Context: an optimization exercise on an open-source flow, tuned for small area, a short achievable clock period and few clock cycles per item. The choices shown serve that exercise and are no tape-out recipe. The RTL was checked by simulation tests, not by an equivalence proof against the original design. Power is estimated from default activity; no workload was simulated.

== quartz ==
Design projectCPU2020, start of the top module:
module projectCPU2020(
  clk,
  rst,
  wrEn,
  data_fromRAM,
  addr_toRAM,
  data_toRAM,
  PC,
  W
);
input clk, rst;
input wire [15:0] data_fromRAM;
output reg [15:0] data_toRAM;
output reg wrEn;
output reg [12:0] addr_toRAM;
output reg [12:0] PC;
output reg [15:0] W;
localparam S_D = 2'd0, S_I = 2'd1, S_E = 2'd2, S_K = 2'd3;
reg [1:0] state;
reg [2:0] opcode;
wire [15:0] s = data_fromRAM;
wire [2:0]  op_in = s[15:13];
wire        a_zero = (s[12:0] == 13'd0);
wire [12:0] pc_inc = PC + 13'd1;
wire [3:0]  n = s[3:0];
wire        c_shr = ~|s[15:4];                  
wire        c_shl = ~|s[15:5] & s[4];           
wire        left = (|s[15:6]) | s[4];           
wire [3:0]  r = left ? (~n + 4'd1) : n;
wire [15:0] x1 = r[0] ? {W[0], W[15:1]} : W;
wire [15:0] x2 = r[1] ? {x1[1:0], x1[15:2]} : x1;
wire [15:0] x4 = r[2] ? {x2[3:0], x2[15:4]} : x2;
wire [15:0] x8 = r[3] ? {x4[7:0], x4[15:8]} : x4;
reg  [15:0] t, keep;
integer k;
always @* begin
  for (k = 0; k < 16; k = k + 1)
    t[k] = (k >= n);
  for (k = 0; k < 16; k = k + 1)
    keep[k] = ~(c_shr | c_shl) | (c_shl & t[k]) | (c_shr & t[15-k]);
end
wire [15:0] w_shift = x8 & keep;
reg [15:0] w_alu;
always @* begin
  case (opcode)
    3'b000: w_alu = W + s;
    3'b001: w_alu = ~(W | s);
    3'b010: w_alu = w_shift;
    3'b011: w_alu = {15'd0, W > s};
    3'b101: w_alu = s;
    default: w_alu = W;
  endcase
end
wire sel_pc = (state == S_K) || (state == S_E && opcode != 3'b111);
wire st_d = (state == S_D);
wire st_i = (state == S_I);
wire a_or = |{s[12:2], s[0]};
always @* begin
  data_toRAM = W;
  addr_toRAM = sel_pc ? pc_inc : s[12:0];
  if (st_d && !a_or) addr_toRAM[1] = 1'b1;
  wrEn = (st_d && op_in == 3'b110 && (a_or || s[1])) ||
         (st_i && opcode == 3'b110);
end
always @(posedge clk) begin
  if (rst) begin
    state <= S_K;
    opcode <= 3'd0;
    PC <= 13'h1fff;
    W <= 16'd0;
  end else begin
    case (state)
      S_D: begin
        opcode <= op_in;
        state <= a_zero ? S_I : S_E;
      end
      S_I: state <= S_E;
      S_E: begin
        state <= (opcode == 3'b100 && s == 16'd0) ? S_K : S_D;
        PC <= addr_toRAM;
        W <= w_alu;
      end
      default: begin
        state <= S_D;
        PC <= addr_toRAM;
      end
    endcase
  end
end
endmodule
clock: 6.0 ns
lec_check: 0
cap_margin: 20
core_margin: 2
core_utilization: 60
setup_slack_margin: 2.2
slew_margin: 20
standard.sh (not shown) runs the stock make flow with config.mk's settings and CLKGATE_MAP_FILE= SYNTH_SCRIPT=/design/flow/synth_recipe.tcl, a recipe that flattens the netlist after the stock synthesis.
==> flow/flow/run.sh <==
#!/bin/bash
# The standard layout, with two changes:
#  - synthesis runs ORFS's own synth.tcl, patched (patch_synth.py) so that
#    ABC first maps the logic cone of the memory outputs (addr_toRAM, wrEn)
#    on its own, then the rest; optionally without full-adder extraction.
#    The registers, their cells and names are those of the standard synthesis.
#  - the ports get plain buffers (buf_1) instead of delay cells.
set -euo pipefail
here=$(pwd)
rm -rf "$here/scripts_custom"
cp -r "$FLOW_HOME/scripts" "$here/scripts_custom"
python3 "$here/flow/patch_synth.py" "$here/scripts_custom/synth.tcl"
cp "$FLOW_HOME/scripts/abc_speed.script" "$here/scripts_custom/abc_fast.script"
if [[ -f "$here/flow/main.abc" ]]; then cp "$here/flow/main.abc" "$here/scripts_custom/abc_speed.script"; fi
if [[ -f "$here/flow/no_extract_fa" ]]; then export NO_EXTRACT_FA=1; fi
SCRIPTS_DIR="$here/scripts_custom" bash standard.sh synth > make_synth.log 2>&1
unset NO_EXTRACT_FA
export BUFFER_PORTS_ARGS="-buffer_cell sky130_fd_sc_hd__buf_1"
bash standard.sh > make_layout.log 2>&1
==> flow/flow/no_extract_fa <==
present: synthesis skips full-adder extraction
==> flow/flow/patch_synth.py <==
import sys
p = sys.argv[1]
s = open(p).read()
old = "  log_cmd abc {*}$abc_args\n"
new = '''  # the cone of the memory address and write enable: map it on its own first
  select -set oc o:wrEn o:addr_toRAM %ci*:-sky130_fd_sc_hd__dfxtp_1
  log_cmd abc {*}[lreplace $abc_args 1 1 $::env(SCRIPTS_DIR)/abc_fast.script] @oc
  select -clear
  log_cmd abc {*}$abc_args
'''
assert s.count(old) == 1
s = s.replace(old, new)
old = "  extract_fa {*}[dont_use_extract_fa_args]\n"
assert s.count(old) == 1
s = s.replace(old, "  if {![info exists ::env(NO_EXTRACT_FA)]} { extract_fa {*}[dont_use_extract_fa_args] }\n")
open(p, 'w').write(s)
quartz: full flow OK, the timing, DRC and antenna checks passed
Testbench counts of quartz, summed over its fixed seeds: cycles 56,242, instructions 26,571.
[inputs] umber vs quartz
--- a/flow/flow/run.sh
+++ b/flow/flow/run.sh
@@ -17,0 +18 @@
+export REMOVE_ABC_BUFFERS=1
==> flow/flow/main.abc (new file) <==
strash
balance -l; resub -K 6 -l; rewrite -l; resub -K 6 -N 2 -l; refactor -l; resub -K 8 -l; balance -l; resub -K 8 -N 2 -l; rewrite -l; resub -K 10 -l; rewrite -z -l; resub -K 10 -N 2 -l; balance -l; resub -K 12 -l; refactor -z -l; resub -K 12 -N 2 -l; rewrite -z -l; balance -l
dch
map -D 1000
topo
stime -p
[summary]
For umber and quartz, there was not a single run that failed to finish clean.
Summary of umber over quartz: areal power density over the cells went up, via count went up, core utilization went up, antenna cell count did not really move, fill cell total of the finished layout went down.
[compare] base=quartz new=umber: xor and xnor area share after synthesis has decreased, overall die width has decreased, fraction of the cycle the final worst path needs has increased.
#### Input delta (harbor over umber)
# umber
export LEC_CHECK = 0
export CAP_MARGIN = 20
export CORE_MARGIN = 2
export CORE_UTILIZATION = 60
export SETUP_SLACK_MARGIN = 2.2
export SLEW_MARGIN = 20
create_clock -name core_clock -period 6.0 [get_ports {clk}]
# harbor
export LEC_CHECK = 0
export CAP_MARGIN = 20
export CORE_MARGIN = 2
export CORE_UTILIZATION = 75
export SETUP_SLACK_MARGIN = 2.2
export SLEW_MARGIN = 20
create_clock -name core_clock -period 6.0 [get_ports {clk}]
removed: flow/flow/main.abc
--- outcome ---
Compared with umber, harbor shows a lower fraction of the mapped netlist area in simple logic gates. Higher well-tap cell count among umber and harbor: umber. When harbor is set beside umber, its core utilization turns out to be 14 points larger. Compared with umber, harbor shows sequential power that has gone up by a little under 10%. Maximum count of clock buffers along a single path: harbor vs umber identical.

[what the ideal ports hide]
The results above use ideal ports. As a check the final layouts listed here were re-extracted and re-timed, cells and wires unchanged. Step 1: set_driving_cell puts a clkbuf_16 on clk and a buf_2 on each other input, an assumption about the parent block. Step 2 adds t to the input delays and takes it off the output delays; t is the mean of the earliest and latest rising clock arrival at the registers after step 1. Input paths then give back, and output paths get back, about the clock's delay inside the block. Slacks: ideal ports / drivers / drivers and shift; pairs: ideal ports / drivers.
run	shift t [ns]	slack for setup (ns)	slew at the worst register clock pin (ns)
quartz	0.328	2.295 / 2.272 / 2.003	0.08 / 0.08
umber	0.330	2.235 / 2.210 / 1.966	0.08 / 0.08
harbor	0.325	2.275 / 2.252 / 1.996	0.08 / 0.08
After both steps setup and hold are still met in every run listed. For quartz, which loses most, drivers alone change the setup slack by -0.023 ns; drivers and shift together by -0.292 ns.
